Background: an optimization exercise with open tools, aiming at small area. Do not read the settings as production practice. Only simulation tests tie the RTL to the original design; equivalence was not proved. Power is estimated from default activity; no workload was simulated.

## vga_colorbar
module vga_colorbar(
input wire sys_clk ,
input wire sys_rst_n ,
output wire hsync ,
output wire vsync ,
output wire [15:0] rgb
);
export LEC_CHECK = 0
export CAP_MARGIN = 20
export CORE_MARGIN = 2
export CORE_UTILIZATION = 40
export CTS_BUF_LIST = sky130_fd_sc_hd__clkbuf_8
export CTS_CLUSTER_DIAMETER = 200
export CTS_CLUSTER_SIZE = 30
export PLACE_DENSITY = 0.6
export SLEW_MARGIN = 20
create_clock -name core_clock -period 20.0 [get_ports {sys_clk}]
standard.sh (not shown) runs the stock make flow with config.mk's settings and CLKGATE_MAP_FILE= SYNTH_SCRIPT=/design/flow/synth_recipe.tcl, a recipe that flattens the netlist after the stock synthesis.
==> flow/flow/run.sh <==
#!/bin/bash
# Own layout flow: the standard flow (standard.sh), with two changes to synthesis only:
#  - the final ABC mapping uses flow/map.abc (deeper area-oriented optimisation) instead of
#    ORFS's speed script, through the abc override in flow/my_synth.tcl;
#  - Yosys's adder extraction (ADDER_MAP_FILE) is skipped so ABC optimises that logic too.
# Port buffers (one per input and output port, as in the standard flow) use buf_1.
# Registers, their names and cell types are the standard synthesis's.
set -euo pipefail
W=$(pwd)
export MY_ABC_SCRIPT=$W/flow/map.abc
export FLOW_SYNTH_TCL=$W/synth_recipe.tcl
bash standard.sh SYNTH_SCRIPT=$W/flow/my_synth.tcl ADDER_MAP_FILE= "BUFFER_PORTS_ARGS=-buffer_cell sky130_fd_sc_hd__buf_1" finish > $W/flow_make.log 2>&1
==> flow/flow/map.abc <==
strash
&get -n
&deepsyn -T 30
&put
dch
amap
topo
stime -c
==> flow/flow/my_synth.tcl <==
# Standard synthesis (synth_recipe.tcl) with only the final ABC mapping script replaced:
# ORFS calls abc with its speed script and -D set from the SDC; this runs MY_ABC_SCRIPT with
# -D 20000 (ps) and the same liberty, dont_use and constraint arguments.
set my_dir [file dirname [file normalize [info script]]]
proc abc {args} {
  global my_dir
  set a [list]
  set skip 0
  foreach x $args {
    if {$skip} { set skip 0; continue }
    if {$x eq "-script" || $x eq "-D"} { set skip 1; continue }
    lappend a $x
  }
  yosys abc -script $::env(MY_ABC_SCRIPT) -D 20000 {*}$a
}
source $::env(FLOW_SYNTH_TCL)
==> next run, changes <==
- CTS_BUF_LIST: sky130_fd_sc_hd__clkbuf_8 -> sky130_fd_sc_hd__clkbuf_4 sky130_fd_sc_hd__clkbuf_8
- CTS_CLUSTER_DIAMETER: 200 -> unset
- CTS_CLUSTER_SIZE: 30 -> unset
Die area stays the same.
Design area is about the same.
Flip-flop and latch count does not change.
Synthesized cell count stays the same.
Utilization stays flat.
Clock skew hardly moves.
==> next run, changes <==
- CTS_BUF_LIST: sky130_fd_sc_hd__clkbuf_4 sky130_fd_sc_hd__clkbuf_8 -> sky130_fd_sc_hd__clkbuf_4
The new run passed the timing, DRC and antenna checks.
Setup slack got worse by 0.074 ns.
Cell area is lower by 1.0%.
Utilization decreases by 0.46 points.

* * *

Another version of the RTL of vga_colorbar (not shown whole).
Size in the first run: ~21 flip-flops, ~20 I/O pins.
Settings: LEC_CHECK=0, CAP_MARGIN=20, CORE_MARGIN=2, CORE_UTILIZATION=65, CTS_BUF_LIST=sky130_fd_sc_hd__clkbuf_4, PLACE_DENSITY=0.8, SLEW_MARGIN=20; clock period 20.0 ns.
==> flow/flow/run.sh <==
#!/bin/bash
# Own layout flow: the standard flow (standard.sh) with these changes:
#  - synthesis: the final ABC mapping runs flow/map.abc (deepsyn, then area mapping) with
#    several random seeds and keeps the smallest result, through the abc override in
#    flow/my_synth.tcl, instead of ORFS's speed script;
#  - synthesis: Yosys's adder extraction (ADDER_MAP_FILE) is skipped so ABC optimises that
#    logic too;
#  - placement: the port buffers (one per input and output port, as in the standard flow)
#    use buf_1.
# Registers, their names and cell types are the standard synthesis's.
set -euo pipefail
W=$(pwd)
export MY_ABC_SCRIPT=$W/flow/map.abc
export MY_ABC_SEEDS="1 2 3 4 5 6"
export FLOW_SYNTH_TCL=$W/synth_recipe.tcl
bash standard.sh SYNTH_SCRIPT=$W/flow/my_synth.tcl ADDER_MAP_FILE= \
  "BUFFER_PORTS_ARGS=-buffer_cell sky130_fd_sc_hd__buf_1" finish > $W/flow_make.log 2>&1
==> flow/flow/map.abc <==
strash
&get -n
&deepsyn -T 30 -S @SEED@
&put
dch
amap
topo
stime -c
==> flow/flow/my_synth.tcl <==
# Standard synthesis (synth_recipe.tcl) with only the final ABC mapping replaced: ORFS calls abc
# with its speed script and -D set from the SDC; this runs flow/map.abc (deepsyn, then area
# mapping) with -D 20000 (ps) and the same liberty, dont_use and constraint arguments, once per
# seed in MY_ABC_SEEDS, and keeps the result with the smallest cell area.
proc abc {args} {
  set a [list]
  set skip 0
  foreach x $args {
    if {$skip} { set skip 0; continue }
    if {$x eq "-script" || $x eq "-D"} { set skip 1; continue }
    lappend a $x
  }
  set libs [list]
  foreach lib $::env(LIB_FILES) { lappend libs -liberty $lib }
  set template [read [open $::env(MY_ABC_SCRIPT)]]
  yosys design -save pre_abc
  set best ""
  set best_area 0
  foreach seed $::env(MY_ABC_SEEDS) {
    yosys design -load pre_abc
    set f $::env(OBJECTS_DIR)/map_$seed.abc
    set fh [open $f w]
    puts $fh [string map [list @SEED@ $seed] $template]
    close $fh
    yosys abc -script $f -D 20000 {*}$a
    set st [tee -q -s result.string stat {*}$libs]
    regexp {Chip area for module[^:]*:\s*([0-9.]+)} $st -> area
    puts "abc seed $seed: area $area"
    if {$best eq "" || $area < $best_area} {
      set best $seed
      set best_area $area
      yosys design -save abc_best
    }
  }
  puts "abc: keeping seed $best, area $best_area"
  yosys design -load abc_best
}
source $::env(FLOW_SYNTH_TCL)
Edit:
Settings changed: CORE_UTILIZATION 65 to 40, CTS_BUF_LIST sky130_fd_sc_hd__clkbuf_4 to sky130_fd_sc_hd__clkbuf_8, PLACE_DENSITY 0.8 to 0.6.
Utilization is lower by 25 points; fmax barely changes; wire length is higher by 5.1%.
Edit:
Settings changed: CORE_UTILIZATION 40 to 65, PLACE_DENSITY 0.6 to 0.8.
What happened:
- worst setup slack gets better by 0.039 ns
- power drops by a few percent
- die area drops by well over a third
- flip-flop and latch count is unchanged
- global-route usage climbs by 8.7 points
- utilization climbs by 26 points
- fmax climbs slightly
- cell area drops slightly
- wire length drops by a few percent

[afterwards: timing with drivers on the ports]
How much do the figures lean on ideal ports? The routed layouts below were timed once more, with nothing changed but the port constraints. Step 1, drivers: a clkbuf_16 drives sys_clk and a buf_2 each remaining input, both assumed. Step 2 adds t to the input delays and takes it off the output delays; t is the mean of the earliest and latest rising clock arrival at the registers after step 1. Input paths then give back, and output paths get back, about the clock's delay inside the block. a / b / c = no drivers / after step 1 / after step 2; a / b = the first two.
run | t, ns | setup slack, ns | worst setup path after step 2 | pins driven straight from the clock port
the first run of note 1 | 0.292 | 11.249 / 11.221 / 11.513 | register to output | 1
the second run of note 1 | 0.291 | 11.319 / 11.291 / 11.582 | register to output | 1
the third run of note 1 | 0.342 | 11.245 / 11.217 / 11.559 | register to output | 1
the first run of note 2 | 0.321 | 11.848 / 11.826 / 12.147 | register to output | 1
the second run of note 2 | 0.289 | 11.840 / 11.815 / 12.104 | register to output | 1
the third run of note 2 | 0.279 | 11.880 / 11.858 / 12.137 | register to output | 1
After both steps setup and hold are still met in every run listed.
